This design comes from an exercise in tuning for small area, a short achievable clock period and few clock cycles per item on the open sky130 flow, not from production work. In this exercise RTL edits were held to simulation tests only and were not proved equivalent to the original. Power and IR drop assume default switching activity.

==> flow/design.v <==
module bk_add #(parameter N = 32) (
    input  [N-1:0] a,
    input  [N-1:0] b,
    input          cin,
    output [N-1:0] s,
    output         co
);
    localparam TOP = (N > 64) ? 64 : (N > 32) ? 32 : (N > 16) ? 16 : (N > 8) ? 8 : (N > 4) ? 4 : (N > 2) ? 2 : 1;
    wire [N-1:0] p0 = a ^ b;
    wire [N-1:0] g0 = a & b;
    reg  [N-1:0] G, P;
    integer i, d;
    always @(*) begin
        G = g0;
        P = p0;
        G[0] = g0[0] | (p0[0] & cin);
        for (d = 1; d < N; d = d * 2)
            for (i = 2 * d - 1; i < N; i = i + 2 * d) begin
                G[i] = G[i] | (P[i] & G[i - d]);
                P[i] = P[i] & P[i - d];
            end
        for (d = TOP; d >= 1; d = d / 2)
            for (i = 3 * d - 1; i < N; i = i + 2 * d) begin
                G[i] = G[i] | (P[i] & G[i - d]);
                P[i] = P[i] & P[i - d];
            end
    end
    assign s = p0 ^ {G[N-2:0], cin};
    assign co = G[N-1];
endmodule
module alu_addsub (
    input  [31:0] a,
    input  [31:0] b,       
    input         cin,
    output [31:0] s,
    output [3:0]  flag
);
    wire co;
    bk_add #(32) u_add (.a(a), .b(b), .cin(cin), .s(s), .co(co));
    wire ovf = (a[31] == b[31]) & (s[31] != a[31]);
    wire [31:0] cz = {a[30:0] | b[30:0], cin};
    wire zero = ~|((a ^ b) ^ cz);
    assign flag = {ovf, zero, s[31], ovf};
endmodule
module mul_group (
    input  [31:0] m,
    input  [8:0]  q9,      
    input  [31:0] s_in,    
    input  [31:0] c_in,
    input         cl_in,   
    output [31:0] s_out,
    output [31:0] c_out,
    output        cl_out,
    output [7:0]  p        
);
    wire [39:0] r [0:3];
    wire [3:0] ng;
    genvar t;
    generate
        for (t = 0; t < 4; t = t + 1) begin : row
            wire b0 = q9[2*t], b1 = q9[2*t+1], b2 = q9[2*t+2];
            wire one = b0 ^ b1;
            wire two = (b2 & ~b1 & ~b0) | (~b2 & b1 & b0);
            assign ng[t] = b2 & ~(b1 & b0);
            wire [32:0] mag = one ? {m[31], m} : two ? {m, 1'b0} : 33'd0;
            wire [32:0] x = mag ^ {33{ng[t]}};
            wire [39:0] u = {7'd0, ~x[32], x[31:0]};
            assign r[t] = u << (2*t);
        end
    endgenerate
    wire [39:0] nv = {32'd0, 1'b1, ng[3], 1'b1, ng[2], 1'b1, ng[1], 1'b1, ng[0]} ;
    wire [39:0] av = {8'd0, s_in};
    wire [39:0] bv = {8'd0, c_in[31:1], c_in[0] | 1'b0};
    wire [39:0] s1 = r[0] ^ r[1] ^ r[2];
    wire [39:0] c1 = ((r[0] & r[1]) | (r[0] & r[2]) | (r[1] & r[2])) << 1;
    wire [39:0] s2 = r[3] ^ av ^ bv;
    wire [39:0] c2 = ((r[3] & av) | (r[3] & bv) | (av & bv)) << 1;
    wire [39:0] s3 = s1 ^ c1 ^ s2;
    wire [39:0] c3 = ((s1 & c1) | (s1 & s2) | (c1 & s2)) << 1;
    wire [39:0] c2n = c2 | {39'd0, cl_in};           
    wire [39:0] s4 = s3 ^ c2n ^ nv;
    wire [39:0] c4 = ((s3 & c2n) | (s3 & nv) | (c2n & nv)) << 1;
    wire [39:0] s5 = s4 ^ c4 ^ c3;
    wire [39:0] c5 = ((s4 & c4) | (s4 & c3) | (c4 & c3)) << 1;
    wire [8:0] lo = {1'b0, s5[7:0]} + {1'b0, c5[7:0]};
    assign p = lo[7:0];
    assign cl_out = lo[8];
    assign s_out = s5[39:8];
    assign c_out = c5[39:8];
endmodule
module mul_hi (
    input  [31:0] s,
    input  [31:0] c,
    input         cl,
    output [31:0] h
);
    localparam [31:0] K = 32'haaaaaaaa;
    wire [31:0] x = s ^ c ^ K;
    wire [31:0] y = (s & c) | (s & K) | (c & K);
    wire co;
    bk_add #(32) u_cpa (.a(x), .b({y[30:0], cl}), .cin(1'b0), .s(h), .co(co));
endmodule
module div_step (
    input  [30:0] r,
    input         b,
    input  [32:0] dx,
    input         c0,
    output [30:0] r_out,
    output        q
);
    wire [31:0] x = {r, b};
    wire [32:0] t;
    wire co;
    bk_add #(33) u_sub (.a({1'b0, x}), .b(dx), .cin(c0), .s(t), .co(co));
    assign q = ~t[32];
    assign r_out = q ? t[30:0] : x[30:0];
endmodule
module div_lt (
    input  [30:0] y,
    input  [32:0] dx,
    input         c0,
    output        lt
);
    wire [32:0] t;
    wire co;
    bk_add #(33) u_cmp (.a({2'b0, y}), .b(dx), .cin(c0), .s(t), .co(co));
    assign lt = t[32];
endmodule
module ALU #(
    parameter WIDTH = 32
)(
    input [WIDTH-1:0] num_1,
    input [WIDTH-1:0] num_2,
    input [WIDTH-1:0] sub_reg_input,
    input [3:0] opcode,
    input clk,
    output reg [WIDTH-1:0] result,
    output reg [WIDTH-1:0] sub_reg_result,
    output reg done,
    output reg [3:0] flag  
);
    wire op_mul = (opcode == 4'd2);
    wire op_div = (opcode == 4'd3);
    wire op_arith = (opcode == 4'd0) | (opcode == 4'd1) | (opcode == 4'd4);
    wire op_logic = (opcode == 4'd5) | (opcode == 4'd6) | (opcode == 4'd7) | (opcode == 4'd8);
    wire is_add = ~opcode[0] & ~opcode[2];
    wire is_neg = opcode[2];
    wire [31:0] aa = is_neg ? 32'd0 : num_1;
    wire [31:0] bb = is_add ? num_2 : ~(is_neg ? num_1 : num_2);
    wire [31:0] ar_s;
    wire [3:0]  ar_f;
    alu_addsub u_add (.a(aa), .b(bb), .cin(~is_add), .s(ar_s), .flag(ar_f));
    reg [31:0] lg;
    always @(*) begin
        case (opcode[1:0])
            2'b01:   lg = num_1 & num_2;
            2'b10:   lg = num_1 | num_2;
            2'b11:   lg = num_1 ^ num_2;
            default: lg = ~num_1;
        endcase
    end
    wire [3:0] lg_f = {1'b0, ~|lg, lg[31], 1'b0};
    reg        act;         
    reg        fin;         
    reg        ovf;         
    reg  [5:0] cnt;         
    reg  [31:0] hs;         
    reg  [31:0] hc;         
    reg         mcl;        
    reg  [31:0] lo;         
    reg  [32:0] dxr;        
    reg         c0r;
    wire [1:0] grp = act ? cnt[1:0] : 2'd0;
    reg  [8:0] q9;
    always @(*) begin
        case (grp)
            2'd0: q9 = {num_2[7:0], 1'b0};
            2'd1: q9 = num_2[15:7];
            2'd2: q9 = num_2[23:15];
            default: q9 = num_2[31:23];
        endcase
    end
    wire [31:0] ms_s, ms_c;
    wire ms_cl;
    wire [7:0] ms_p;
    mul_group u_mul (.m(num_1), .q9(q9), .s_in(act ? hs : 32'h55555556), .c_in(act ? hc : 32'd0),
                     .cl_in(act & mcl), .s_out(ms_s), .c_out(ms_c), .cl_out(ms_cl), .p(ms_p));
    wire [31:0] mh;
    mul_hi u_mh (.s(hs), .c(hc), .cl(mcl), .h(mh));
    wire zs = sub_reg_input[31];
    wire ds = num_2[31];
    wire [32:0] dx = ds ? {num_2[31], num_2} : ~{num_2[31], num_2};    
    wire c0 = ~ds;
    wire [63:0] zm = {sub_reg_input, num_1} ^ {64{zs}};
    wire [30:0] r0 = act ? hs[30:0] : zm[62:32];    
    wire [31:0] l0 = act ? lo : zm[31:0];
    wire [5:0]  cn = act ? cnt : 6'd32;
    wire [30:0] r1, r2;
    wire q1, q2;
    div_step u_s1 (.r(hs[30:0]), .b(lo[31]), .dx(dxr), .c0(c0r), .r_out(r1), .q(q1));
    div_step u_s2 (.r(r1), .b(lo[30]), .dx(dxr), .c0(c0r), .r_out(r2), .q(q2));
    wire lt16, lt8;
    div_lt u_l16 (.y({r0[14:0], l0[31:16]}), .dx(dx), .c0(c0), .lt(lt16));
    div_lt u_l8  (.y({r0[22:0], l0[31:24]}), .dx(dx), .c0(c0), .lt(lt8));
    wire sk16 = cn[5] | cn[4];
    wire sk8  = cn[5] | cn[4] | cn[3];
    wire do16 = sk16 & ~|r0[30:15] & lt16;
    wire do8  = sk8 & ~|r0[30:23] & lt8;
    always @(posedge clk) begin
        dxr <= dx;
        c0r <= c0;
        hc  <= ms_c;
        mcl <= ms_cl;
        if (!opcode[0]) begin                
            hs  <= ms_s;
            lo  <= {ms_p, lo[31:8]};
        end else if (do16) begin
            hs  <= {1'b0, r0[14:0], l0[31:16]};
            lo  <= {l0[15:0], 16'd0};
        end else if (do8) begin
            hs  <= {1'b0, r0[22:0], l0[31:24]};
            lo  <= {l0[23:0], 8'd0};
        end else if (!act) begin
            hs  <= {1'b0, r0};
            lo  <= l0;
        end else begin
            hs  <= {1'b0, r2};
            lo  <= {lo[29:0], q1, q2};
        end
        if (!(op_mul | op_div) | fin) begin
            act <= 1'b0;
            fin <= 1'b0;
        end else if (op_mul) begin
            cnt <= act ? cnt + 6'd1 : 6'd1;
            act <= 1'b1;
            fin <= act & (cnt[1:0] == 2'd3);
        end else begin
            act <= 1'b1;
            if (!act) ovf <= 1'b0;
            if (do16) begin
                cnt <= cn - 6'd16;
                fin <= (cn == 6'd16);
            end else if (do8) begin
                cnt <= cn - 6'd8;
                fin <= (cn == 6'd8);
            end else if (!act) begin
                cnt <= 6'd32;
            end else begin
                cnt <= cnt - 6'd2;
                ovf <= cnt[5] & q1;
                fin <= (cnt == 6'd2) | (cnt[5] & q1);
            end
        end
    end
    wire [31:0] rp = {1'b0, hs[30:0]};
    wire [31:0] qp = lo;
    wire [31:0] ea = ds ? rp : ~rp;
    wire [31:0] ecz = {ea[30:0] | num_2[30:0], ds};
    wire ex = ~|((ea ^ num_2) ^ ecz);
    wire sadj = zs & ex & qp[0];
    wire dneg = zs ^ ds;
    wire dcin = dneg ^ sadj;
    wire [31:0] dx_q = qp ^ {32{dneg}};
    reg  [31:0] dpre;                     
    integer k;
    always @(*) begin
        dpre[0] = 1'b1;
        for (k = 1; k < 32; k = k + 1) dpre[k] = dpre[k-1] & dx_q[k-1];
    end
    wire [31:0] dq = dx_q ^ (dpre & {32{dcin}});
    wire [31:0] dr = zs ? (sadj ? 32'd0 : ~rp) : rp;
    wire qz = ~|qp;
    wire dzero = qz;
    wire dsign = dneg ? ~qz : (&qp[30:0] & sadj);
    always @(*) begin
        result = lg;
        sub_reg_result = 32'd0;
        flag = lg_f;
        done = 1'b0;
        if (op_arith) begin
            result = ar_s;
            flag = ar_f;
            done = 1'b1;
        end else if (op_logic) begin
            done = 1'b1;
        end else if (op_mul) begin
            result = lo;
            sub_reg_result = mh;
            flag = {1'b0, ~|{mh, lo}, mh[31], 1'b0};
            done = fin;
        end else if (op_div) begin
            result = ovf ? 32'd0 : dq;
            sub_reg_result = ovf ? 32'd0 : dr;
            flag = ovf ? 4'b1100 : {1'b0, dzero, dsign, 1'b0};
            done = fin;
        end
    end
endmodule
==> flow/run.sh <==
#!/bin/bash
# synth_recipe.tcl (not shown) runs the flow's synth.tcl, then flattens the netlist and writes it again
# the make line also repeats each setting of config.mk as NAME=value (left out here)
make -C /OpenROAD-flow-scripts/flow DESIGN_CONFIG=/design/flow/config.mk WORK_HOME=/design/flow/orfs CLKGATE_MAP_FILE= SYNTH_SCRIPT=/design/flow/synth_recipe.tcl finish
==> flow/config.mk <==
export PLATFORM = sky130hd
export DESIGN_NAME = ALU
export DESIGN_NICKNAME = ALU
export VERILOG_FILES = /design/flow/design.v
export SDC_FILE = /design/flow/constraint.sdc
export NUM_CORES = 4
export LEC_CHECK = 0
export ABC_AREA = 1
export CAP_MARGIN = 20
export CORE_MARGIN = 2
export CORE_UTILIZATION = 40
export PLACE_DENSITY = 0.6
export SLEW_MARGIN = 20
==> flow/constraint.sdc <==
create_clock -name core_clock -period 10.0 [get_ports {clk}]
set_input_delay 2.0000 -clock core_clock [delete_from_list [all_inputs] [get_ports {clk}]]
set_output_delay 2.0000 -clock core_clock [all_outputs]
set_load 0.01 [all_outputs]
==> run summary, run 1 <==
- Status: timing/DRC/antenna clean
- Relative slew slack: 17.6%
- Root Driver: clkbuf_16
- H-tree depth: 4
- Longest Clk Path Bufs: 2
- WL final: 145000 um
- CP Max Fanout: 6
- Setup Viol. Count Final: 0
- Number of synthesized flops with an enable pin: 7
- Routed vias: 31.6k
- Core Footprint: 73100 um2
- Synth area leaders: ha_1, nand2_1, fa_1
- Initial Util: 40.5%
- Largest family of logic cells by synthesized area: adder cells
- Area grow syn2layout: 11.5%
- Post-synth top cells: nand2_1, inv_1, o21ai_0
- Post-Synth XOR/XNOR Area: 8.96%
- Drt via density: 5.72
- Most used routing layer: met2
- Total congestion overflow: 0
- DRC viols: 0
- Max stage delay on crit path: 0.61 ns
- Per-cell routed wire length: 26.4 um
- Antenna violations before repair: 11
- Register area share after synthesis: 9.43%
- Full die area: 76200 um2
- Mapped Area: 29600 um2
- CP Capture Type: output port
- GR Util met3: 8.15%
- Placer Congestion: 1.06
- # rows: 99
- Final HPWL DP: 119000 um
- Req. time, crit path: 8.00 ns
- MaxCap Viol Count: 0
- Storage cell area: 2800 um2
- Asr flop ratio synth: 0%
- First-pass GRT wire length: 208000 um
- Final min period: 9.45 ns
- Final layout net count: 5227
- Synth Area in Simple Gates: 22.1%
- Area of the multi-input gates: 23500 um2
- Final setup TNS: 0 ns
- Overall global routing resource usage: 37.3%
- Startpoint Class: input pin
- Max Fclk: 0.106 GHz
- Syn_nets: 5171
- Die X: 276 um
- Mean post-synth cell area: 6.61 um2
- Crit path DAT: 7.45 ns
- Synth top area share: 16.8%
- Worst path bufs/invs: 8
- Most frequent cell after synthesis: nand2_1
- Final Hold Viols: 0
- Clk slew on worst S/H paths: 0.07 ns
- DR pass1 iterations: 19
- Largest net degree at the start of global routing: 76
- IO Port Bufs: 169
- Post-CTS Setup Inserts: 0
- Die height: 276 um
- Synth cell types: 63
- Number of warnings issued by yosys: 4
- Post-synthesis adder-cell area fraction: 29.6%
- Crit-path leading delay family: compound AO/OA/AOI/OAI gates
- Peak supply drop: 0.215 mV
- Filler cells: 7719
- Period utilisation layout: 94.5%
- Drt first-iter violations: 3912
- Mux share of post-synthesis cell area: 0%
- Ratio of cells with drive above 1 in the final layout: 4.28%
- Compound-Gate Fraction of Synth Area: 18.4%
- Worst slew pin tran: 1.22 ns
- Cell mode on critical path: inv_1
- Post-route ant nets: 0
- TritonCTS buffer count: 17
- PD cells: 287 nW/um2
- Count of final max-slew check failures: 0
- Worst hold path type: flip-flop to flip-flop
- Clk latency of the worst-skew pair: 0.46 ns
- CTS sink cnt: 136
- Unrepaired setup endpoints after global routing: no
- Pleak: 16.3 nW
- Ys flop type: dfxtp_1
- Post-Synthesis Cells: 4483
- M2 GR Usage: 56.3%
- Slowest library cell on the worst path: clkdlybuf4s50_1
- Flop and latch count out of synthesis: 136
- Number of global-route vias before repair: 29.6k
- Critical path type: input pin to output port
- Leading area contributor after synthesis: ha_1
- Setup Skew: 0.0114 ns
- Hold_ws: 0.607 ns
- Boundary Pins: 170
- Clock tree from TritonCTS: yes
- Met1 track demand over resource: 48.5%
-- repair_timing --
item                                    in CTS  in global routing
endpoints found under the setup margin       0                  1
resized for setup                            0                  1
hold buffers                                 0                  0
-- sequential cells by signal, summed over array words and instances (netlist names), 6 cells and up --
register	count
cnt	6
dxr	31
hc	31
hs	31
lo	32
-- logic make-up (layout without fill, tap and decap cells) --
kind of cell / after synthesis / after routing
AOI/OAI and AO/OA: 977 / 977
xor gates and xnor gates: 303 / 303
adders and majority gates: 587 / 587
buffers and inverters: 887 / 955
DFF: 136 / 136
other: 0 / 6
and+or+nand+nor: 1593 / 1593
-- power by group --
group / leakage, nW / internal, mW / switching, mW
sequential: 1.15 / 0.747 / 0.372
combinational: 14.8 / 2.84 / 4.82
clock: 0.300 / 0.428 / 0.288
total: 16.3 / 4.01 / 5.48
-- layout by cell type (no fill, tap or decap), types with 21 or more instances in the layout --
| cell | Yosys | layout |
|---|---|---|
| inv_1 | 630 | 630 |
| o21ai_1 | 89 | 89 |
| clkdlybuf4s50_1 | 0 | 165 |
| xnor2_1 | 66 | 66 |
| a21oi_1 | 235 | 235 |
| dfxtp_1 | 129 | 128 |
| ha_1 | 398 | 398 |
| nor2_1 | 274 | 267 |
| o211ai_1 | 43 | 43 |
| nand2_1 | 1037 | 1035 |
| fa_1 | 189 | 189 |
| nand4_1 | 45 | 45 |
| a31oi_1 | 32 | 32 |
| nor3_1 | 23 | 23 |
| xor2_1 | 237 | 237 |
| nand3_1 | 143 | 143 |
| o21ai_0 | 443 | 443 |
| buf_4 | 3 | 104 |
| o2111ai_1 | 21 | 21 |
-- worst paths after layout --
check        slack, ns  depth (start not counted)        startpoint             end
max               0.55                         25          num_2[0]      result[30]
min               0.61                          1  fin$_SDFFE_PN0P_   ovf$_DFFE_PP_
max reg2reg       2.39                         26  cnt[0]$_DFFE_PP_  lo[31]$_DFF_P_
min reg2reg       0.61                          1  fin$_SDFFE_PN0P_   ovf$_DFFE_PP_
-- per-stage QoR --
stage | setup slack, ns | power (mW) | std cells | cell area (um2) | utilization (%)
floorplan | 1.75 | 5.85 | 4483 | 29600 | -
global placement | 0.552 | 8.51 | 5479 | 32400 | 44.3
detailed placement | 0.463 | 8.57 | 5479 | 32400 | 44.3
CTS | 0.434 | 9.31 | 5510 | 33000 | 45.2
global route | 0.0358 | 10.3 | 5510 | 33000 | 45.2
finish | 0.547 | 9.49 | 5516 | 33000 | 45.2
-- cell type report --
cell class	instances	area share, %
diodes	6	0.0455
clock buffers	22	1.50
clock inverters	9	0.421
inverters	652	7.41
multi-input cells	3460	71.1
flip-flops and latches	136	8.47
well taps	959	3.63
repair buffers	272	7.41
-- metal layers --
layer,part of all wire [%],routed length (um),vias up
li1,-,-,14600
met1,40,58400,14700
met2,42,60800,1837
met3,11,15400,425
met4,7.4,10800,8
met5,0.034,50,-
Testbench counts, summed over its fixed seeds: cycles 9,075, items 4,800.
==> run 2, diff against run 1 <==
==> flow/flow/run.sh (new file) <==
#!/bin/bash
set -euo pipefail
export BUFFER_PORTS_ARGS="-buffer_cell sky130_fd_sc_hd__buf_2"
bash standard.sh > flow.log 2>&1
==> flow/standard.sh (new file) <==
#!/bin/bash
# synth_recipe.tcl (not shown) runs the flow's synth.tcl, then flattens the netlist and writes it again
# the make line also repeats each setting of config.mk as NAME=value (left out here)
make -C /OpenROAD-flow-scripts/flow DESIGN_CONFIG=/design/flow/config.mk WORK_HOME=/design/flow/orfs CLKGATE_MAP_FILE= SYNTH_SCRIPT=/design/flow/synth_recipe.tcl "${@:-finish}"
removed: flow/run.sh
==> run summary, run 2 <==
- Status: timing/DRC/antenna clean
- # rows: 99
- Worst hold path type: flip-flop to flip-flop
- WL final: 144000 um
- Biggest register: lo
- Overall global routing resource usage: 36.6%
- Final layout net count: 5194
- Relative slew slack: 18.9%
- Fin cells: 5485
- Largest net degree at the start of global routing: 77
- Count of final max-slew check failures: 0
- Crit-path leading delay family: compound AO/OA/AOI/OAI gates
- Final Hold Viols: 0
- Ratio of cells with drive above 1 in the final layout: 7.28%
- Final min period: 9.08 ns
- Core Footprint: 73100 um2
- Die height: 276 um
- Setup Skew: 0.0194 ns
- Number of synthesized flops with an enable pin: 7
- Area grow syn2layout: 7.74%
- Peak supply drop: 0.179 mV
- Most frequent cell after synthesis: nand2_1
- Per-cell routed wire length: 26.2 um
- Die X: 276 um
- Longest Clk Path Bufs: 2
- Req. time, crit path: 8.00 ns
- TritonCTS buffer count: 17
- Placed instance count: 5446
- Ys flop type: dfxtp_1
- DRC viols: 0
- Final instance area: 31900 um2
- First-pass GRT wire length: 205000 um
- Filler cells: 7837
- IO Port Bufs: 169
- Initial Util: 40.5%
- Synth cell types: 63
- PD cells: 293 nW/um2
- Placed Area: 31300 um2
- Max FFs per register: 32
- Setup Viol. Count Final: 0
- Total congestion overflow: 0
- Unrepaired setup endpoints after global routing: no
- Clk latency of the worst-skew pair: 0.46 ns
- Post-synth top cells: nand2_1, inv_1, o21ai_0
- Drt via density: 5.75
- Clk slew on worst S/H paths: 0.08 ns
- Period utilisation layout: 90.8%
- Placer Congestion: 1.04
- Synth top area share: 16.8%
- Asr flop ratio synth: 0%
- Root Driver: clkbuf_16
- Cell mode on critical path: nand2_1
- Register area share after synthesis: 9.43%
- Boundary Pins: 170
- Post-CTS Setup Inserts: 0
- CP Capture Type: output port
- Antenna violations before repair: 8
- Critical path type: flip-flop to output port
- H-tree depth: 4
- Synth area leaders: ha_1, nand2_1, fa_1
- Most common cell after layout, fill and taps aside: nand2_1
- Hold Buf Count CTS: 0
- Crit path DAT: 7.08 ns
- Full die area: 76200 um2
- Final Util: 43.7%
- Worst slew pin tran: 1.22 ns
- Number of warnings issued by yosys: 4
- Flop and latch count out of synthesis: 136
- Tot Pwr: 9.36 mW
- Final setup TNS: 0 ns
- Syn_nets: 5171
- Mapped Area: 29600 um2
- Startpoint Class: flip-flop
- Clock tree from TritonCTS: yes
- DR pass1 iterations: 21
- Most frequent cells in the layout: nand2_1, inv_1, o21ai_0
- Most used routing layer: met2
- M2 GR Usage: 54.3%
- Post-route ant nets: 0
- Worst path bufs/invs: 6
- CP Max Fanout: 7
- Max stage delay on crit path: 0.77 ns
- Slowest library cell on the worst path: xor2_1
- Drt first-iter violations: 4009
- Leading area contributor after synthesis: ha_1
- MaxCap Viol Count: 0
- Mean post-synth cell area: 6.61 um2
- Final HPWL DP: 116000 um
- Post_cts resized: 0
- CTS sink cnt: 136
- Number of global-route vias before repair: 29.1k
- Post-Synthesis Cells: 4483
- Max Fclk: 0.110 GHz
- GR Util met3: 7.44%
- Met1 track demand over resource: 48.4%
- Routed vias: 31.5k
- Pleak: 16.2 nW
[run 2: changes by cell type in the layout (fill, tap and decap cells not counted), moves of 2 or more]
| cell | delta |
|---|---|
| clkdlybuf4s50_1 | -165 |
| inv_6 | +6 |
| nor2_2 | +2 |
| nor2_4 | -2 |
| buf_4 | -33 |
| clkbuf_8 | -2 |
| buf_2 | +165 |
[run 2: logic make-up after synthesis]
group | count (synthesis) | share of synthesized area [%]
AO/OA/AOI/OAI | 977 | 18.4
XOR/XNOR | 303 | 8.96
adder cells (fa/ha/maj) | 587 | 29.6
buffers and inverters | 887 | 11.5
flip-flops | 136 | 9.43
AND/OR/NAND/NOR | 1593 | 22.1
[run 2: power breakdown]
part	total (mW)	internal, mW	switching, mW
Combinational	7.59	2.77	4.82
Clock	0.686	0.380	0.306
Sequential	1.08	0.747	0.336
[run 2: cell type report]
cell class	count	area, um2	share of cell area (%)
sequential	136	2800	8.76
clock buffer	18	439	1.38
antenna	7	17.5	0.0549
timing repair buffer	239	1370	4.31
multi-input combinational	3460	23500	73.6
tap	959	1200	3.76
clock inverter	14	160	0.502
inverter	652	2450	7.67
[run 2: tightest hold or removal path: cells and delay by family (launching register included)]
family	cells	cell delay [ns]
flops	1	0.38
compound gates	1	0.07
buf+inv	1	0.13
[run 2: path summary, 6_finish.rpt]
kind                    endpoint  depth (start not counted)             start  slack (ns)
hold / removal    lo[20]$_DFF_P_                          2    lo[28]$_DFF_P_        0.63
hold reg to reg   lo[20]$_DFF_P_                          2    lo[28]$_DFF_P_        0.63
setup / recovery         flag[2]                         28     hs[3]$_DFF_P_        0.92
setup reg to reg  lo[31]$_DFF_P_                         31  cnt[0]$_DFFE_PP_        2.41
[run 2: metrics by stage]
stage          worst slack (ns)  hold WS (ns)
2_1_floorplan              1.75         0.503
3_3_place_gp               1.09         0.597
3_5_place_dp               1.06         0.594
4_1_cts                    1.05         0.606
5_1_grt                   0.544         0.644
6_report                  0.923         0.626
[run 2: routing by layer]
metal	routed length [um]	up-vias
met2	58700	1876
li1	-	14600
met3	15300	412
met1	58200	14700
met4	11300	8
met5	57	-
==> run 3, diff against run 2 <==
--- a/flow/design.v
+++ b/flow/design.v
@@ -35,8 +35,7 @@
     output [31:0] s,
     output [3:0]  flag
 );
-    wire co;
-    bk_add #(32) u_add (.a(a), .b(b), .cin(cin), .s(s), .co(co));
+    assign s = a + b + {31'd0, cin};      
     wire ovf = (a[31] == b[31]) & (s[31] != a[31]);
     wire [31:0] cz = {a[30:0] | b[30:0], cin};
     wire zero = ~|((a ^ b) ^ cz);
@@ -103,28 +102,29 @@
 module div_step (
     input  [30:0] r,
     input         b,
-    input  [32:0] dx,
-    input         c0,
+    input         zs,
+    input  [32:0] y,
+    input         cin,
     output [30:0] r_out,
     output        q
 );
-    wire [31:0] x = {r, b};
     wire [32:0] t;
     wire co;
-    bk_add #(33) u_sub (.a({1'b0, x}), .b(dx), .cin(c0), .s(t), .co(co));
-    assign q = ~t[32];
-    assign r_out = q ? t[30:0] : x[30:0];
+    bk_add #(33) u_sub (.a({zs, r, b}), .b(y), .cin(cin), .s(t), .co(co));
+    assign q = t[32] ^ ~zs;
+    assign r_out = q ? t[30:0] : {r[29:0], b};
 endmodule
 module div_lt (
-    input  [30:0] y,
-    input  [32:0] dx,
-    input         c0,
+    input  [30:0] v,
+    input         zs,
+    input  [32:0] y,
+    input         cin,
     output        lt
 );
     wire [32:0] t;
     wire co;
-    bk_add #(33) u_cmp (.a({2'b0, y}), .b(dx), .cin(c0), .s(t), .co(co));
-    assign lt = t[32];
+    bk_add #(33) u_cmp (.a({zs, zs, v}), .b(y), .cin(cin), .s(t), .co(co));
+    assign lt = t[32] ^ zs;
 endmodule
 module ALU #(
     parameter WIDTH = 32
@@ -168,8 +168,8 @@
     reg  [31:0] hc;         
     reg         mcl;        
     reg  [31:0] lo;         
-    reg  [32:0] dxr;        
-    reg         c0r;
+    reg  [32:0] yr;         
+    reg         cr;
     wire [1:0] grp = act ? cnt[1:0] : 2'd0;
     reg  [8:0] q9;
     always @(*) begin
@@ -189,26 +189,24 @@
     mul_hi u_mh (.s(hs), .c(hc), .cl(mcl), .h(mh));
     wire zs = sub_reg_input[31];
     wire ds = num_2[31];
-    wire [32:0] dx = ds ? {num_2[31], num_2} : ~{num_2[31], num_2};    
-    wire c0 = ~ds;
-    wire [63:0] zm = {sub_reg_input, num_1} ^ {64{zs}};
-    wire [30:0] r0 = act ? hs[30:0] : zm[62:32];    
-    wire [31:0] l0 = act ? lo : zm[31:0];
+    wire dneg = zs ^ ds;
+    wire [32:0] y = {num_2[31], num_2} ^ {33{~dneg}};    
+    wire cin = ~dneg;
+    wire [30:0] r0 = act ? hs[30:0] : sub_reg_input[30:0];    
+    wire [31:0] l0 = act ? lo : num_1;
     wire [5:0]  cn = act ? cnt : 6'd32;
     wire [30:0] r1, r2;
     wire q1, q2;
-    div_step u_s1 (.r(hs[30:0]), .b(lo[31]), .dx(dxr), .c0(c0r), .r_out(r1), .q(q1));
-    div_step u_s2 (.r(r1), .b(lo[30]), .dx(dxr), .c0(c0r), .r_out(r2), .q(q2));
+    div_step u_s1 (.r(hs[30:0]), .b(lo[31]), .zs(zs), .y(yr), .cin(cr), .r_out(r1), .q(q1));
+    div_step u_s2 (.r(r1), .b(lo[30]), .zs(zs), .y(yr), .cin(cr), .r_out(r2), .q(q2));
     wire lt16, lt8;
-    div_lt u_l16 (.y({r0[14:0], l0[31:16]}), .dx(dx), .c0(c0), .lt(lt16));
-    div_lt u_l8  (.y({r0[22:0], l0[31:24]}), .dx(dx), .c0(c0), .lt(lt8));
-    wire sk16 = cn[5] | cn[4];
-    wire sk8  = cn[5] | cn[4] | cn[3];
-    wire do16 = sk16 & ~|r0[30:15] & lt16;
-    wire do8  = sk8 & ~|r0[30:23] & lt8;
+    div_lt u_l16 (.v({r0[14:0], l0[31:16]}), .zs(zs), .y(y), .cin(cin), .lt(lt16));
+    div_lt u_l8  (.v({r0[22:0], l0[31:24]}), .zs(zs), .y(y), .cin(cin), .lt(lt8));
+    wire do16 = (cn[5] | cn[4]) & (r0[30:15] == {16{zs}}) & lt16;
+    wire do8  = (cn[5] | cn[4] | cn[3]) & (r0[30:23] == {8{zs}}) & lt8;
     always @(posedge clk) begin
-        dxr <= dx;
-        c0r <= c0;
+        yr <= y;
+        cr <= cin;
         hc  <= ms_c;
         mcl <= ms_cl;
         if (!opcode[0]) begin                
@@ -216,16 +214,16 @@
             lo  <= {ms_p, lo[31:8]};
         end else if (do16) begin
             hs  <= {1'b0, r0[14:0], l0[31:16]};
-            lo  <= {l0[15:0], 16'd0};
+            lo  <= {l0[15:0], {16{dneg}}};
         end else if (do8) begin
             hs  <= {1'b0, r0[22:0], l0[31:24]};
-            lo  <= {l0[23:0], 8'd0};
+            lo  <= {l0[23:0], {8{dneg}}};
         end else if (!act) begin
             hs  <= {1'b0, r0};
             lo  <= l0;
         end else begin
             hs  <= {1'b0, r2};
-            lo  <= {lo[29:0], q1, q2};
+            lo  <= {lo[29:0], q1 ^ dneg, q2 ^ dneg};
         end
         if (!(op_mul | op_div) | fin) begin
             act <= 1'b0;
@@ -252,26 +250,22 @@
             end
         end
     end
-    wire [31:0] rp = {1'b0, hs[30:0]};
-    wire [31:0] qp = lo;
-    wire [31:0] ea = ds ? rp : ~rp;
-    wire [31:0] ecz = {ea[30:0] | num_2[30:0], ds};
-    wire ex = ~|((ea ^ num_2) ^ ecz);
-    wire sadj = zs & ex & qp[0];
-    wire dneg = zs ^ ds;
+    wire [31:0] ea = {~ds, hs[30:0] ^ {31{~dneg}}};
+    wire [31:0] eb = num_2;
+    wire [31:0] ecz = {ea[30:0] | eb[30:0], ds};
+    wire ex = ~|((ea ^ eb) ^ ecz);
+    wire sadj = zs & ex & (lo[0] ^ dneg);         
     wire dcin = dneg ^ sadj;
-    wire [31:0] dx_q = qp ^ {32{dneg}};
-    reg  [31:0] dpre;                     
+    reg  [31:0] dpre;                             
     integer k;
     always @(*) begin
         dpre[0] = 1'b1;
-        for (k = 1; k < 32; k = k + 1) dpre[k] = dpre[k-1] & dx_q[k-1];
-    end
-    wire [31:0] dq = dx_q ^ (dpre & {32{dcin}});
-    wire [31:0] dr = zs ? (sadj ? 32'd0 : ~rp) : rp;
-    wire qz = ~|qp;
-    wire dzero = qz;
-    wire dsign = dneg ? ~qz : (&qp[30:0] & sadj);
+        for (k = 1; k < 32; k = k + 1) dpre[k] = dpre[k-1] & lo[k-1];
+    end
+    wire [31:0] dq = lo ^ (dpre & {32{dcin}});
+    wire [31:0] dr = sadj ? 32'd0 : {zs, hs[30:0]};
+    wire qz = (lo == {32{dneg}});
+    wire dsign = dneg ? ~qz : (&lo[30:0] & sadj);
     always @(*) begin
         result = lg;
         sub_reg_result = 32'd0;
@@ -291,7 +285,7 @@
         end else if (op_div) begin
             result = ovf ? 32'd0 : dq;
             sub_reg_result = ovf ? 32'd0 : dr;
-            flag = ovf ? 4'b1100 : {1'b0, dzero, dsign, 1'b0};
+            flag = ovf ? 4'b1100 : {1'b0, qz, dsign, 1'b0};
             done = fin;
         end
     end
==> flow/run.sh (new file) <==
#!/bin/bash
# synth_recipe.tcl (not shown) runs the flow's synth.tcl, then flattens the netlist and writes it again
# the make line also repeats each setting of config.mk as NAME=value (left out here)
make -C /OpenROAD-flow-scripts/flow DESIGN_CONFIG=/design/flow/config.mk WORK_HOME=/design/flow/orfs CLKGATE_MAP_FILE= SYNTH_SCRIPT=/design/flow/synth_recipe.tcl finish
removed: flow/flow/run.sh
removed: flow/standard.sh
==> run summary, run 3 <==
- TritonCTS buffer count: 17
- Sequential group share of total power: 11.8%
- Final HPWL DP: 124000 um
- Final Hold Viols: 0
- Area grow syn2layout: 12.0%
- Unrepaired setup endpoints after global routing: no
- Mean post-synth cell area: 6.46 um2
- WL final: 151000 um
- Comb power frac: 80.1%
- Number of synthesized flops with an enable pin: 7
- Critical path type: flip-flop to output port
- Clock power share: 8.1%
- Register area share after synthesis: 9.41%
- Initial Util: 40.3%
- Period utilisation layout: 96.3%
- First-pass GRT wire length: 217000 um
- Leading area contributor after synthesis: ha_1
- CP Capture Type: output port
- Routed vias: 32.8k
- Max Fclk: 0.104 GHz
- Hold Buf Count CTS: 0
- Per-cell routed wire length: 26.5 um
- Syn_nets: 5303
- Post-CTS Setup Inserts: 0
- Pleak: 17.2 nW
- CP Max Fanout: 6
- Clk latency of the worst-skew pair: 0.48 ns
- Filler cells: 8007
- DRC viols: 0
- Pre-CTS WS: 0.892 ns
- Relative slew slack: 20.0%
- Final instance area: 33500 um2
- Worst slew pin tran: 1.19 ns
- # rows: 100
- Count of final max-slew check failures: 0
- Post-synth top cells: nand2_1, inv_1, ha_1
- GR Util met3: 8.72%
- Synth area leaders: ha_1, nand2_1, fa_1
- Req. time, crit path: 8.00 ns
- Flop and latch count out of synthesis: 137
- Final layout net count: 5390
- Most common cell after layout, fill and taps aside: nand2_1
- Asr flop ratio synth: 0%
- Post-Synthesis Cells: 4626
- Root Driver: clkbuf_16
- Die height: 277 um
- Startpoint Class: flip-flop
- Internal power: 4.03 mW
- Die X: 277 um
- MaxCap Viol Count: 0
- Most frequent cells in the layout: nand2_1, inv_1, ha_1
- Boundary Pins: 170
- Longest Clk Path Bufs: 2
- Worst hold path type: flip-flop to flip-flop
- Number of warnings issued by yosys: 4
- Most frequent cell after synthesis: nand2_1
- Ratio of cells with drive above 1 in the final layout: 4.47%
- H-tree depth: 4
- Status: timing/DRC/antenna clean
- Most used routing layer: met2
- Clk slew on worst S/H paths: 0.07 ns
- Setup Skew: 0.0140 ns
- Mapped Area: 29900 um2
- Setup Viol. Count Final: 0
- Final setup TNS: 0 ns
- Synth top area share: 16.8%
- Total congestion overflow: 0
- Overall global routing resource usage: 38.6%
- Placer Congestion: 1.05
- Largest regs: lo: 32 flops, yr: 32 flops
- Antenna violations before repair: 7
- Worst setup margin: 0.367 ns
- Crit path DAT: 7.63 ns
- Post-route ant nets: 0
- Drt first-iter violations: 4199
- M2 GR Usage: 57.8%
- PD cells: 282 nW/um2
- DR pass1 iterations: 8
- Met1 track demand over resource: 51.6%
- Placed Area: 32800 um2
- Core Footprint: 74200 um2
- NetSw: 5.40 mW
- Final min period: 9.63 ns
- Synth cell types: 61
- Peak supply drop: 0.161 mV
- CTS sink cnt: 137
- Largest net degree at the start of global routing: 98
- Drt via density: 5.75
- Final Util: 45.1%
- Ys flop type: dfxtp_1
- Full die area: 76900 um2
- Number of global-route vias before repair: 30.8k
- Post_cts resized: 0
- IO Port Bufs: 169
- Clock tree from TritonCTS: yes
- Net Sw Frac: 57.3%
-- run 3: changes by cell type in the layout (fill, tap and decap cells not counted), moves of 57 or more --
| cell | previous run | this run |
|---|---|---|
| o21ai_0 | 443 | 386 |
| nand3_1 | 143 | 244 |
| buf_2 | 168 | 2 |
| clkdlybuf4s50_1 | 0 | 167 |
| o21ai_1 | 89 | 27 |
| nand2_1 | 1035 | 1204 |
-- run 3: through the flow --
stage | hold WS (ns) | cells | total power [mW]
2_1_floorplan | 0.486 | 4626 | 5.73
3_3_place_gp | 0.542 | 5662 | 8.41
3_5_place_dp | 0.554 | 5663 | 8.48
4_1_cts | 0.576 | 5694 | 9.29
5_1_grt | 0.589 | 5694 | 10.3
6_report | 0.581 | 5695 | 9.43
-- run 3: routing by layer --
layer,vias up,wire (um)
met5,-,39
met4,6,9180
met3,387,16400
met2,1915,63100
met1,15400,62400
li1,15100,-
-- run 3: critical path, cell delays in order, from the launching register on --
cell and delay [ns]:
dfxtp_1 0.54, inv_1 0.23, ha_1 0.33, inv_1 0.04, ha_1 0.31, nand2_1 0.08
nand2_1 0.04, a31oi_1 0.25, inv_1 0.11, a221o_1 0.42, nand3_1 0.10, nand4_1 0.40
nand3_1 0.20, nand2_1 0.11, nand2_1 0.08, nand2_1 0.07, nand3_1 0.08, nand2_1 0.08
fa_1 0.47, xnor2_2 0.27, buf_6 0.21, nor4_1 0.65, nand3_1 0.18, buf_4 0.21
o41ai_1 0.23, o21ai_0 0.29, o21ai_0 0.50, clkdlybuf4s50_1 0.65
-- run 3: path summary, 6_finish.rpt --
check,from,end,slack (ns),cells after the start
worst min register to register,lo[11]$_DFF_P_,lo[3]$_DFF_P_,0.58,2
worst max-delay path,hs[3]$_DFF_P_,flag[2],0.37,27
worst min-delay path,lo[11]$_DFF_P_,lo[3]$_DFF_P_,0.58,2
worst max register to register,lo[31]$_DFF_P_,hs[21]$_DFF_P_,2.51,36
-- run 3: cells by family after synthesis --
group	synth area share [%]
fa+ha+maj	28.5
buf+inv	12.1
mux	0.0335
simple gates	25.7
flops	9.41
xor+xnor	8.18
compound gates	16.1
-- run 3: power groups by stage --
stage                     logic [mW]  registers (mW)  clock network, mW
after floorplan                 4.83           0.897                  0
after global placement          7.31            1.11                  0
after detailed placement        7.38            1.10                  0
after CTS                       7.43            1.09              0.769
after global routing            8.40            1.11              0.784
final                           7.55            1.12              0.765
-- run 3: layout make-up --
class | instances | area [um2] | area share, %
Antenna cell | 1 | 2.50 | 0.00748
Clock buffer | 20 | 447 | 1.34
Clock inverter | 11 | 221 | 0.662
Inverter | 708 | 2660 | 7.94
Multi-Input combinational cell | 3564 | 23500 | 70.3
Sequential cell | 137 | 2820 | 8.42
Tap cell | 969 | 1210 | 3.62
Timing Repair Buffer | 285 | 2570 | 7.68
Testbench counts of run 3, summed over its fixed seeds: cycles 9,075, items 4,800.
==> run 4, diff against run 3 <==
--- a/flow/design.v
+++ b/flow/design.v
@@ -61,8 +61,8 @@
             wire one = b0 ^ b1;
             wire two = (b2 & ~b1 & ~b0) | (~b2 & b1 & b0);
             assign ng[t] = b2 & ~(b1 & b0);
-            wire [32:0] mag = one ? {m[31], m} : two ? {m, 1'b0} : 33'd0;
-            wire [32:0] x = mag ^ {33{ng[t]}};
+            wire [32:0] mn = {m[31], m} ^ {33{ng[t]}};      
+            wire [32:0] x = ({33{one}} & mn) | ({33{two}} & {mn[31:0], ng[t]});
             wire [39:0] u = {7'd0, ~x[32], x[31:0]};
             assign r[t] = u << (2*t);
         end
@@ -199,11 +199,11 @@
     wire q1, q2;
     div_step u_s1 (.r(hs[30:0]), .b(lo[31]), .zs(zs), .y(yr), .cin(cr), .r_out(r1), .q(q1));
     div_step u_s2 (.r(r1), .b(lo[30]), .zs(zs), .y(yr), .cin(cr), .r_out(r2), .q(q2));
-    wire lt16, lt8;
-    div_lt u_l16 (.v({r0[14:0], l0[31:16]}), .zs(zs), .y(y), .cin(cin), .lt(lt16));
-    div_lt u_l8  (.v({r0[22:0], l0[31:24]}), .zs(zs), .y(y), .cin(cin), .lt(lt8));
-    wire do16 = (cn[5] | cn[4]) & (r0[30:15] == {16{zs}}) & lt16;
-    wire do8  = (cn[5] | cn[4] | cn[3]) & (r0[30:23] == {8{zs}}) & lt8;
+    wire ltA, ltB;
+    div_lt u_la (.v({r0[0], l0[31:2]}), .zs(zs), .y(y), .cin(cin), .lt(ltA));
+    div_lt u_lb (.v({r0[18:0], l0[31:20]}), .zs(zs), .y(y), .cin(cin), .lt(ltB));
+    wire doA = (cn >= 6'd30) & (r0[30:1] == {30{zs}}) & ltA;
+    wire doB = (cn >= 6'd12) & (r0[30:19] == {12{zs}}) & ltB;
     always @(posedge clk) begin
         yr <= y;
         cr <= cin;
@@ -212,12 +212,12 @@
         if (!opcode[0]) begin                
             hs  <= ms_s;
             lo  <= {ms_p, lo[31:8]};
-        end else if (do16) begin
-            hs  <= {1'b0, r0[14:0], l0[31:16]};
-            lo  <= {l0[15:0], {16{dneg}}};
-        end else if (do8) begin
-            hs  <= {1'b0, r0[22:0], l0[31:24]};
-            lo  <= {l0[23:0], {8{dneg}}};
+        end else if (doA) begin
+            hs  <= {1'b0, r0[0], l0[31:2]};
+            lo  <= {l0[1:0], {30{dneg}}};
+        end else if (doB) begin
+            hs  <= {1'b0, r0[18:0], l0[31:20]};
+            lo  <= {l0[19:0], {12{dneg}}};
         end else if (!act) begin
             hs  <= {1'b0, r0};
             lo  <= l0;
@@ -235,12 +235,12 @@
         end else begin
             act <= 1'b1;
             if (!act) ovf <= 1'b0;
-            if (do16) begin
-                cnt <= cn - 6'd16;
-                fin <= (cn == 6'd16);
-            end else if (do8) begin
-                cnt <= cn - 6'd8;
-                fin <= (cn == 6'd8);
+            if (doA) begin
+                cnt <= cn - 6'd30;
+                fin <= (cn == 6'd30);
+            end else if (doB) begin
+                cnt <= cn - 6'd12;
+                fin <= (cn == 6'd12);
             end else if (!act) begin
                 cnt <= 6'd32;
             end else begin
==> flow/flow/run.sh (new file) <==
#!/bin/bash
set -euo pipefail
export BUFFER_PORTS_ARGS="-buffer_cell sky130_fd_sc_hd__buf_2"
bash standard.sh > flow.log 2>&1
==> flow/standard.sh (new file) <==
#!/bin/bash
# synth_recipe.tcl (not shown) runs the flow's synth.tcl, then flattens the netlist and writes it again
# the make line also repeats each setting of config.mk as NAME=value (left out here)
make -C /OpenROAD-flow-scripts/flow DESIGN_CONFIG=/design/flow/config.mk WORK_HOME=/design/flow/orfs CLKGATE_MAP_FILE= SYNTH_SCRIPT=/design/flow/synth_recipe.tcl "${@:-finish}"
removed: flow/run.sh
==> run summary, run 4 <==
- Mapped Area: 29800 um2
- MaxCap Viol Count: 0
- Filler cells: 8088
- Initial Util: 40.3%
- Drt first-iter violations: 3873
- CP cell instances: inv_1 -> ha_1 -> inv_1 -> fa_1 -> a31oi_1 -> inv_1 -> a221o_1 -> nand3_1 -> nand4_1 -> nand3_1 -> nand2_1 -> nand3_1 -> nand2_1 -> nand2_1 -> nand2_1 -> fa_1 -> xor2_1 -> inv_1 -> nor4_1 -> nand3_1 -> o41ai_1 -> o21ai_0 -> o22ai_1 -> buf_2
- Worst path bufs/invs: 5
- Boundary Pins: 170
- Longest Clk Path Bufs: 2
- H-tree depth: 4
- Final layout net count: 5269
- Largest regs: lo: 32 flops, yr: 32 flops
- Tot Pwr: 8.35 mW
- Hold Buf Count CTS: 0
- Period utilisation layout: 87.9%
- Post-CTS Setup Inserts: 0
- Clk slew on worst S/H paths: 0.08 ns
- Post-route ant nets: 0
- CTS sink cnt: 137
- Count of final max-slew check failures: 0
- Pleak: 17.2 nW
- Worst setup margin: 1.21 ns
- Final min period: 8.79 ns
- Per-cell routed wire length: 26.9 um
- Syn_nets: 5208
- Post-synth top cells: nand2_1, inv_1, ha_1
- Number of warnings issued by yosys: 4
- Total congestion overflow: 0
- Final Util: 43.2%
- CP Capture Type: output port
- Storage cell area: 2820 um2
- Area grow syn2layout: 7.42%
- CP Max Fanout: 4
- WL final: 150000 um
- PD cells: 261 nW/um2
- Die X: 277 um
- Placed instance count: 5543
- Clock tree from TritonCTS: yes
- Unrepaired setup endpoints after global routing: no
- TritonCTS buffer count: 17
- Ys flop type: dfxtp_1
- Final HPWL DP: 124000 um
- Setup Viol. Count Final: 0
- Most common cell after layout, fill and taps aside: nand2_1
- Critical path type: flip-flop to output port
- Setup Skew: 0.0243 ns
- Final Hold Viols: 0
- Overall global routing resource usage: 38.4%
- Area of the multi-input gates: 23200 um2
- # rows: 100
- Fin cells: 5577
- Most frequent cells in the layout: nand2_1, inv_1, ha_1
- Register area share after synthesis: 9.43%
- Antenna violations before repair: 13
- Synth cell types: 63
- Drt via density: 5.84
- DRC viols: 0
- Leading area contributor after synthesis: ha_1
- Slowest library cell on the worst path: xor2_1
- Root Driver: clkbuf_16
- Number of global-route vias before repair: 30.6k
- Req. time, crit path: 8.00 ns
- Peak supply drop: 0.153 mV
- Crit-path leading delay family: compound AO/OA/AOI/OAI gates
- Final setup TNS: 0 ns
- Routed vias: 32.6k
- First-pass GRT wire length: 213000 um
- Flop and latch count out of synthesis: 137
- Startpoint Class: flip-flop
- Relative slew slack: 29.0%
- Max Fclk: 0.114 GHz
- Asr flop ratio synth: 0%
- Ratio of cells with drive above 1 in the final layout: 7.53%
- Final instance area: 32000 um2
- Worst hold path type: flip-flop to flip-flop
- Mean post-synth cell area: 6.58 um2
- Max stage delay on crit path: 0.81 ns
- IO Port Bufs: 169
- Core Footprint: 74100 um2
- Full die area: 76700 um2
- Most frequent cell after synthesis: nand2_1
- Die height: 277 um
- Placed Area: 31400 um2
- Number of synthesized flops with an enable pin: 7
- Pre-CTS WS: 1.70 ns
- Clk latency of the worst-skew pair: 0.52 ns
- Largest net degree at the start of global routing: 74
- Post-Synthesis Cells: 4532
- DR pass1 iterations: 6
- Synth area leaders: ha_1, nand2_1, fa_1
- Status: timing/DRC/antenna clean
- Placer Congestion: 1.09
- Post_cts resized: 0
- Crit path DAT: 6.79 ns
- Synth top area share: 16.8%
- Hold_ws: 0.640 ns
- Worst slew pin tran: 1.06 ns
[run 4: cell types whose count changed in the layout (fill, tap and decap cells not counted), sizes merged, moves of 10 or more]
cell / before / now
o22ai: 10 / 111
buf: 118 / 231
o21a: 20 / 10
nor2: 233 / 249
o22a: 0 / 15
nand3b: 7 / 17
nand2: 1210 / 1070
xnor2: 57 / 47
clkinv: 13 / 31
clkdlybuf4s50: 167 / 0
inv: 698 / 765
nand3: 244 / 234
o21ai: 415 / 310
[run 4: layer usage]
| metal | wire (um) | share of wire [%] | global-route usage, % |
|---|---|---|---|
| met1 | 59600 | 40 | 49.6 |
| met2 | 62000 | 41 | 56.9 |
| met3 | 17400 | 12 | 9.84 |
| met4 | 11200 | 7.4 | 24.4 |
| met5 | 88 | 0.059 | 0 |
[run 4: area by class of cell]
cell class	instances	share of cell area, %
multi-input cells	3422	72.3
inverters	784	9.19
flip-flops and latches	137	8.79
repair buffers	231	4.09
well taps	969	3.79
clock buffers	17	1.33
clock inverters	15	0.484
diodes	2	0.0156
[run 4: power by group]
part / switching (mW) / internal (mW) / total, mW
Sequential: 0.380 / 0.731 / 1.11
Combinational: 4.18 / 2.38 / 6.56
Clock: 0.345 / 0.331 / 0.676
[run 4: worst paths after layout]
kind / slack [ns] / depth (start not counted) / start / endpoint
worst max-delay path: 1.21 / 24 / hs[1]$_DFF_P_ / flag[2]
worst min-delay path: 0.64 / 1 / fin$_SDFFE_PN0P_ / ovf$_DFFE_PP_
worst max register to register: 2.44 / 19 / act$_DFF_P_ / lo[30]$_DFF_P_
worst min register to register: 0.64 / 1 / fin$_SDFFE_PN0P_ / ovf$_DFFE_PP_
[run 4: logic make-up after synthesis]
group           Yosys count  synth area share [%]
compound gates          855                  16.7
xor+xnor                269                  7.93
fa+ha+maj               575                  28.5
buf+inv                 973                  13.0
flops                   137                  9.43
mux                       2                0.0671
simple gates           1721                  24.4
[run 4: worst reg2reg max path, cell delays in order, from the launching register on]
cell and delay, ns:
dfxtp_4 0.80, nand2_1 0.36, nor2_1 0.60, inv_1 0.19
o21ai_0 0.50, inv_1 0.13, ha_1 0.35, inv_1 0.78
o22ai_1 0.24, fa_1 0.50, fa_1 0.49, inv_1 0.05
fa_1 0.47, fa_1 0.49, inv_1 0.04, ha_1 0.35
nand2_1 0.07, o21ai_0 0.27, xor2_1 0.57, a22oi_1 0.18
Testbench counts of run 4, summed over its fixed seeds: cycles 8,810, items 4,800.
==> run 5, diff against run 4 <==
--- a/flow/design.v
+++ b/flow/design.v
@@ -91,13 +91,15 @@
     input  [31:0] s,
     input  [31:0] c,
     input         cl,
-    output [31:0] h
+    output [31:0] h,
+    output        hz
 );
     localparam [31:0] K = 32'haaaaaaaa;
     wire [31:0] x = s ^ c ^ K;
-    wire [31:0] y = (s & c) | (s & K) | (c & K);
+    wire [31:0] y = {((s[30:0] & c[30:0]) | (s[30:0] & K[30:0]) | (c[30:0] & K[30:0])), cl};
     wire co;
-    bk_add #(32) u_cpa (.a(x), .b({y[30:0], cl}), .cin(1'b0), .s(h), .co(co));
+    bk_add #(32) u_cpa (.a(x), .b(y), .cin(1'b0), .s(h), .co(co));
+    assign hz = ~|((x ^ y) ^ {x[30:0] | y[30:0], 1'b0});
 endmodule
 module div_step (
     input  [30:0] r,
@@ -169,7 +171,8 @@
     reg         mcl;        
     reg  [31:0] lo;         
     reg  [32:0] yr;         
-    reg         cr;
+    reg         cr;         
+    reg         zr;         
     wire [1:0] grp = act ? cnt[1:0] : 2'd0;
     reg  [8:0] q9;
     always @(*) begin
@@ -186,7 +189,8 @@
     mul_group u_mul (.m(num_1), .q9(q9), .s_in(act ? hs : 32'h55555556), .c_in(act ? hc : 32'd0),
                      .cl_in(act & mcl), .s_out(ms_s), .c_out(ms_c), .cl_out(ms_cl), .p(ms_p));
     wire [31:0] mh;
-    mul_hi u_mh (.s(hs), .c(hc), .cl(mcl), .h(mh));
+    wire mhz;
+    mul_hi u_mh (.s(hs), .c(hc), .cl(mcl), .h(mh), .hz(mhz));
     wire zs = sub_reg_input[31];
     wire ds = num_2[31];
     wire dneg = zs ^ ds;
@@ -207,6 +211,7 @@
     always @(posedge clk) begin
         yr <= y;
         cr <= cin;
+        zr <= zs;
         hc  <= ms_c;
         mcl <= ms_cl;
         if (!opcode[0]) begin                
@@ -250,12 +255,13 @@
             end
         end
     end
-    wire [31:0] ea = {~ds, hs[30:0] ^ {31{~dneg}}};
-    wire [31:0] eb = num_2;
-    wire [31:0] ecz = {ea[30:0] | eb[30:0], ds};
+    wire rneg = ~cr;
+    wire [31:0] ea = {1'b1, hs[30:0]};
+    wire [31:0] eb = yr[31:0];
+    wire [31:0] ecz = {ea[30:0] | eb[30:0], cr};
     wire ex = ~|((ea ^ eb) ^ ecz);
-    wire sadj = zs & ex & (lo[0] ^ dneg);         
-    wire dcin = dneg ^ sadj;
+    wire sadj = zr & ex & (lo[0] ^ rneg);         
+    wire dcin = rneg ^ sadj;
     reg  [31:0] dpre;                             
     integer k;
     always @(*) begin
@@ -263,9 +269,9 @@
         for (k = 1; k < 32; k = k + 1) dpre[k] = dpre[k-1] & lo[k-1];
     end
     wire [31:0] dq = lo ^ (dpre & {32{dcin}});
-    wire [31:0] dr = sadj ? 32'd0 : {zs, hs[30:0]};
-    wire qz = (lo == {32{dneg}});
-    wire dsign = dneg ? ~qz : (&lo[30:0] & sadj);
+    wire [31:0] dr = sadj ? 32'd0 : {zr, hs[30:0]};
+    wire qz = (lo == {32{rneg}});
+    wire dsign = rneg ? ~qz : (&lo[30:0] & sadj);
     always @(*) begin
         result = lg;
         sub_reg_result = 32'd0;
@@ -280,7 +286,7 @@
         end else if (op_mul) begin
             result = lo;
             sub_reg_result = mh;
-            flag = {1'b0, ~|{mh, lo}, mh[31], 1'b0};
+            flag = {1'b0, mhz & ~|lo, mh[31], 1'b0};
             done = fin;
         end else if (op_div) begin
             result = ovf ? 32'd0 : dq;
==> run summary, run 5 <==
- Status: timing/DRC/antenna clean
- Routed met2 length: 58700 um
- Max Fclk: 0.119 GHz
- Max stage delay on crit path: 0.53 ns
- Worst setup margin: 1.63 ns
- Initial Util: 40.2%
- TritonCTS buffer count: 17
- DRC viols: 0
- Overall global routing resource usage: 36.1%
- Startpoint Class: input pin
- Cell mode on critical path: nand2_1
- Placed instance count: 5635
- Most frequent cells in the layout: nand2_1, inv_1, ha_1
- Worst slew pin tran: 1.24 ns
- Placed Area: 32000 um2
- Period utilisation layout: 83.7%
- Met3 routed WL: 16700 um
- R2R cell count: 39
- Number of warnings issued by yosys: 4
- Worst r2r dst: hs[6]$_DFF_P_
- MaxCap Viol Count: 0
- CP Max Fanout: 63
- CTS sink cnt: 138
- Hold_ws: 0.580 ns
- PD cells: 270 nW/um2
- Clock tree from TritonCTS: yes
- WL final: 144000 um
- IO Port Bufs: 169
- Antenna Cells: 0
- Clk slew on worst S/H paths: 0.07 ns
- Fin cells: 5668
- Setup Skew: 0.0177 ns
- Synth Area in Simple Gates: 25.1%
- Largest regs: lo: 32 flops, yr: 32 flops
- Clk latency of the worst-skew pair: 0.47 ns
- Longest Clk Path Bufs: 2
- Number of synthesized flops with an enable pin: 7
- Count of final max-slew check failures: 0
- Core Footprint: 75700 um2
- Filler cells: 8178
- Most common cell after layout, fill and taps aside: nand2_1
- Unrepaired setup endpoints after global routing: no
- CP cell instances: buf_2 -> inv_2 -> nand2_1 -> buf_4 -> nand2_1 -> o21ai_0 -> inv_1 -> fa_1 -> inv_1 -> fa_1 -> nand3b_1 -> nand2_1 -> nand2_1 -> nand2_1 -> a21oi_1 -> o21ai_1 -> a21oi_1 -> o21ai_1 -> a21boi_0 -> and2_1 -> o21ai_0 -> nand2_1 -> buf_2
- Setup crit end: result[16]
- M1 WL: 58200 um
- Antenna violations before repair: 4
- Most frequent cell after synthesis: nand2_1
- First-pass GRT wire length: 207000 um
- Req. time, crit path: 8.00 ns
- Flop and latch count out of synthesis: 138
- Final setup TNS: 0 ns
- Synth area leaders: ha_1, nand2_1, fa_1
- FF-to-FF Start: lo[31]$_DFF_P_
- Post-CTS Setup Inserts: 0
- Post-Synthesis Cells: 4642
- Hold Buf Count CTS: 0
- Post-Synth XOR/XNOR Area: 7.22%
- Die height: 280 um
- R2R setup slack: 2.39 ns
- Critical path type: input pin to output port
- Final Hold Viols: 0
- Final instance area: 32600 um2
- Boundary Pins: 170
- Crit path depth: 23
- Root Driver: clkbuf_16
- Post-route ant nets: 0
- H-tree depth: 4
- Full die area: 78400 um2
- Highest metal used: met5
- Number of global-route vias before repair: 30.6k
- Slowest library cell on the worst path: inv_2
- Die X: 280 um
- # rows: 101
- Post-synth top cells: nand2_1, inv_1, ha_1
- Drt via density: 5.79
- Post-synthesis adder-cell area fraction: 29.2%
- Setup Viol. Count Final: 0
- DR pass1 iterations: 6
- Peak supply drop: 0.121 mV
- Final HPWL DP: 120000 um
- Routed vias: 32.8k
- Mapped Area: 30500 um2
- Final layout net count: 5385
- Per-cell routed wire length: 25.5 um
- Relative slew slack: 17.2%
- Placer Congestion: 1.05
- Synth cell types: 64
- Worst path bufs/invs: 6
- Compound-Gate Fraction of Synth Area: 16.1%
- Pleak: 17.5 nW
- Leading area contributor after synthesis: ha_1
- Total congestion overflow: 0
- Synth top area share: 17.8%
- Crit-path leading delay family: buffers and inverters
- Largest family of logic cells by synthesized area: adder cells
- Final Util: 43.0%
- Worst setup path start: opcode[0]
- Crit path DAT: 6.37 ns
- Worst hold path type: flip-flop to flip-flop
- Register area share after synthesis: 9.30%
- Mean post-synth cell area: 6.56 um2
- CP Capture Type: output port
- Mux share of post-synthesis cell area: 0.0329%
- Pre-CTS WS: 1.79 ns
- Tot Pwr: 8.81 mW
- Asr flop ratio synth: 0%
- Drt first-iter violations: 3958
- Ys flop type: dfxtp_1
- Largest net degree at the start of global routing: 97
- Post_cts resized: 0
- Ratio of cells with drive above 1 in the final layout: 6.95%
- Final min period: 8.37 ns
- Area grow syn2layout: 6.99%
- Syn_nets: 5350
-- run 5: logic make-up (layout without fill, tap and decap cells) --
family                   count (synthesis)  after routing
multiplexers                             1              1
XOR/XNOR                               251            251
flip-flops                             138            138
adder cells (fa/ha/maj)                607            607
AO/OA/AOI/OAI                          833            833
AND/OR/NAND/NOR                       1811           1811
buffers and inverters                 1001           1049
-- run 5: worst min path at each step --
stage                     end            from  cells past startpoint
5_1_grt        lo[19]$_DFF_P_  lo[27]$_DFF_P_                      2
4_1_cts        lo[17]$_DFF_P_  lo[25]$_DFF_P_                      2
2_1_floorplan   lo[9]$_DFF_P_  lo[17]$_DFF_P_                      2
6_report       lo[17]$_DFF_P_  lo[25]$_DFF_P_                      2
3_5_place_dp   lo[17]$_DFF_P_  lo[25]$_DFF_P_                      2
3_3_place_gp   lo[17]$_DFF_P_  lo[25]$_DFF_P_                      2
-- run 5: worst register-to-register path: cells and delay by family, from the launching register on --
family / cells / cell delay (ns)
buffers and inverters: 7 / 1.30
DFF: 1 / 0.32
adders and majority gates: 3 / 0.90
AOI/OAI and AO/OA: 1 / 0.21
and+or+nand+nor: 28 / 4.75
-- run 5: power breakdown --
group          internal [mW]  switching, mW
registers              0.736          0.314
logic                   2.59           4.46
clock network          0.413          0.295
total                   3.74           5.07
-- run 5: layout make-up --
cell class | instances | area, um2 | area share (%)
clock inverter | 10 | 139 | 0.426
timing repair buffer | 214 | 1200 | 3.67
inverter | 803 | 3020 | 9.25
tap | 978 | 1220 | 3.76
multi-input combinational | 3503 | 23700 | 72.7
sequential | 138 | 2840 | 8.71
clock buffer | 22 | 474 | 1.46
-- run 5: metal layers --
metal | up-vias | track usage [%]
met3 | 430 | 7.31
met2 | 2053 | 53.4
met1 | 15300 | 48.1
met5 | - | 0
met4 | 4 | 22.6
li1 | 15100 | -
Testbench counts of run 5, summed over its fixed seeds: cycles 8,810, items 4,800.
==> run 6, diff against run 5 <==
--- a/flow/design.v
+++ b/flow/design.v
@@ -170,7 +170,6 @@
     reg  [31:0] hc;         
     reg         mcl;        
     reg  [31:0] lo;         
-    reg  [32:0] yr;         
     reg         cr;         
     reg         zr;         
     wire [1:0] grp = act ? cnt[1:0] : 2'd0;
@@ -201,6 +200,7 @@
     wire [5:0]  cn = act ? cnt : 6'd32;
     wire [30:0] r1, r2;
     wire q1, q2;
+    wire [32:0] yr = {hc[31], hc};       
     div_step u_s1 (.r(hs[30:0]), .b(lo[31]), .zs(zs), .y(yr), .cin(cr), .r_out(r1), .q(q1));
     div_step u_s2 (.r(r1), .b(lo[30]), .zs(zs), .y(yr), .cin(cr), .r_out(r2), .q(q2));
     wire ltA, ltB;
@@ -209,10 +209,9 @@
     wire doA = (cn >= 6'd30) & (r0[30:1] == {30{zs}}) & ltA;
     wire doB = (cn >= 6'd12) & (r0[30:19] == {12{zs}}) & ltB;
     always @(posedge clk) begin
-        yr <= y;
         cr <= cin;
         zr <= zs;
-        hc  <= ms_c;
+        hc  <= opcode[0] ? y[31:0] : ms_c;
         mcl <= ms_cl;
         if (!opcode[0]) begin                
             hs  <= ms_s;
--- a/flow/config.mk
+++ b/flow/config.mk
@@ -10,4 +10,5 @@
 export CORE_MARGIN = 2
 export CORE_UTILIZATION = 40
 export PLACE_DENSITY = 0.6
+export SETUP_SLACK_MARGIN = 3.0
 export SLEW_MARGIN = 20
==> run summary, run 6 <==
- PD cells: 272 nW/um2
- Register area share after synthesis: 7.48%
- Relative slew slack: 18.4%
- Placer Congestion: 1.06
- Area grow syn2layout: 9.79%
- Die X: 276 um
- Number of warnings issued by yosys: 4
- Final HPWL DP: 119000 um
- Number of global-route vias before repair: 30.1k
- Crit path DAT: 5.04 ns
- Mean post-synth cell area: 6.44 um2
- Final layout net count: 5388
- Worst hold path type: flip-flop to flip-flop
- Final Hold Viols: 0
- Largest regs: hc: 32 flops, lo: 32 flops, hs: 31 flops
- Boundary Pins: 170
- Per-cell routed wire length: 25.9 um
- Worst path bufs/invs: 3
- Post-synth top cells: nand2_1, inv_1, ha_1
- Clk latency of the worst-skew pair: 0.41 ns
- Peak supply drop: 0.131 mV
- Max stage delay on crit path: 0.55 ns
- Count of final max-slew check failures: 0
- CP Max Fanout: 6
- Total congestion overflow: 0
- Tot Pwr: 8.84 mW
- Core Footprint: 73100 um2
- Leading area contributor after synthesis: ha_1
- Flop and latch count out of synthesis: 107
- WL final: 146000 um
- Die height: 276 um
- Longest Clk Path Bufs: 2
- Hold Buf Count CTS: 0
- Ratio of cells with drive above 1 in the final layout: 9.75%
- Worst slew pin tran: 1.21 ns
- # rows: 99
- Status: timing/DRC/antenna clean
- Setup Skew: 0.0140 ns
- Most frequent cell after synthesis: nand2_1
- First-pass GRT wire length: 208000 um
- Clk slew on worst S/H paths: 0.08 ns
- DR pass1 iterations: 26
- Clock tree from TritonCTS: yes
- CP Capture Type: output port
- Antenna violations before repair: 5
- Largest net degree at the start of global routing: 75
- Full die area: 76100 um2
- Mapped Area: 29600 um2
- DRC viols: 0
- H-tree depth: 3
- Overall global routing resource usage: 37.7%
- Routed vias: 32.8k
- MaxCap Viol Count: 0
- Initial Util: 40.5%
- Setup Viol. Count Final: 0
- Final setup TNS: 0 ns
- Slowest library cell on the worst path: inv_1
- Most common cell after layout, fill and taps aside: nand2_1
- Number of synthesized flops with an enable pin: 7
- Root Driver: clkbuf_16
- Synth top area share: 17.7%
- Req. time, crit path: 8.00 ns
- CP cell instances: buf_2 -> inv_1 -> ha_1 -> nand2_1 -> o21ai_0 -> a21oi_1 -> o21ai_1 -> nand2_1 -> a21oi_1 -> a21oi_1 -> o21ai_0 -> buf_2
- Cell mode on critical path: a21oi_1
- Critical path type: input pin to output port
- Drt via density: 5.80
- Post-route ant nets: 0
- Asr flop ratio synth: 0%
- Max Fclk: 0.142 GHz
- Unrepaired setup endpoints after global routing: yes
- CTS sink cnt: 107
- Final min period: 7.04 ns
- Period utilisation layout: 70.4%
- Crit-path leading delay family: compound AO/OA/AOI/OAI gates
- Synth area leaders: ha_1, nand2_1, fa_1
- Drt first-iter violations: 3877
- TritonCTS buffer count: 9
- Most frequent cells in the layout: nand2_1, inv_1, ha_1
- Pleak: 17.5 nW
- IO Port Bufs: 169
- Startpoint Class: input pin
- Post-Synthesis Cells: 4589
- Syn_nets: 5284
- Ys flop type: dfxtp_1
- Synth cell types: 64
run 6: changes by cell type in the layout (fill, tap and decap cells not counted), moves of 13 or more:
cell and delta:
nor2_1 -59, o21ai_0 -42, nand2_1 +60, nor3_1 -19
dfxtp_1 -41, clkinv_1 -16, buf_4 +69, ha_1 -17
nand3b_1 -14, o21ai_1 +29, nand4_1 +13
run 6: routing by layer:
metal	wire length (um)	GRT usage [%]	up-vias	part of all wire, %
met2	59500	54.8	2008	41
met5	42	0	-	0.029
li1	-	-	15000	-
met1	61600	52.8	15500	42
met3	16500	7.35	354	11
met4	8800	19.0	6	6.0
run 6: tightest hold or removal path, cell delays in order (launching register included):
cell     delay (ns)
dfxtp_1        0.37
inv_1          0.12
o21ai_0        0.08
run 6: final cells by class:
cell class / instances / area [um2]
inverters: 808 / 3120
repair buffers: 292 / 1980
clock buffers: 9 / 225
well taps: 959 / 1200
flip-flops and latches: 107 / 2230
multi-input cells: 3473 / 23600
fillers: 7942 / 40600
repair inverters: 2 / 10.0
diodes: 4 / 10.0
clock inverters: 6 / 73.8
run 6: kinds of logic (layout without fill, tap and decap cells):
group / after synthesis / after routing / share of synthesized area, %
AND/OR/NAND/NOR: 1792 / 1793 / 25.3
buffers and inverters: 1010 / 1117 / 13.5
AO/OA/AOI/OAI: 820 / 820 / 16.2
adder cells (fa/ha/maj): 594 / 594 / 29.6
XOR/XNOR: 265 / 265 / 7.85
flip-flops: 107 / 107 / 7.48
multiplexers: 1 / 1 / 0.0339
other: 0 / 4 / 0
run 6: worst paths after layout:
path         depth (start not counted)        endpoint             start  slack, ns
max                                 12       result[3]          num_1[3]       2.96
min                                  2  lo[11]$_DFF_P_    lo[19]$_DFF_P_       0.61
max reg2reg                         24  lo[30]$_DFF_P_  cnt[1]$_DFFE_PP_       3.34
min reg2reg                          2  lo[11]$_DFF_P_    lo[19]$_DFF_P_       0.61
run 6: timing repair:
action | in CTS | in global routing
endpoints found under the setup margin | 65 | 84
pin swaps | 4 | 11
gates resized for setup | 61 | 76
setup buffers | 4 | 52
hold endpoints to repair | 0 | 0
cloned | 4 | 3
run 6: power by group:
part / internal (mW) / total [mW] / switching [mW]
clock network: 0.198 / 0.418 / 0.221
logic: 2.85 / 7.42 / 4.57
registers: 0.603 / 1.00 / 0.398
run 6: metrics by stage:
step / cells / utilization (%) / worst slack [ns] / hold slack (ns) / instance area [um2]
after floorplan: 4589 / - / 3.04 / 0.475 / 29600
after global placement: 5578 / 42.7 / 2.11 / 0.578 / 31200
after detailed placement: 5578 / 42.7 / 2.04 / 0.587 / 31200
after CTS: 5601 / 43.5 / 2.93 / 0.602 / 31800
after global routing: 5656 / 44.4 / 2.83 / 0.606 / 32500
final: 5660 / 44.4 / 2.96 / 0.607 / 32500
Testbench counts of run 6, summed over its fixed seeds: cycles 8,810, items 4,800.

Check on run 6: ideal ports give 2.959 ns setup slack; a clkbuf_16 on the clock port and buf_2 on the inputs give 2.820 ns; moving port delays by the midpoint clock arrival (0.464 ns) as well gives 2.790 ns.
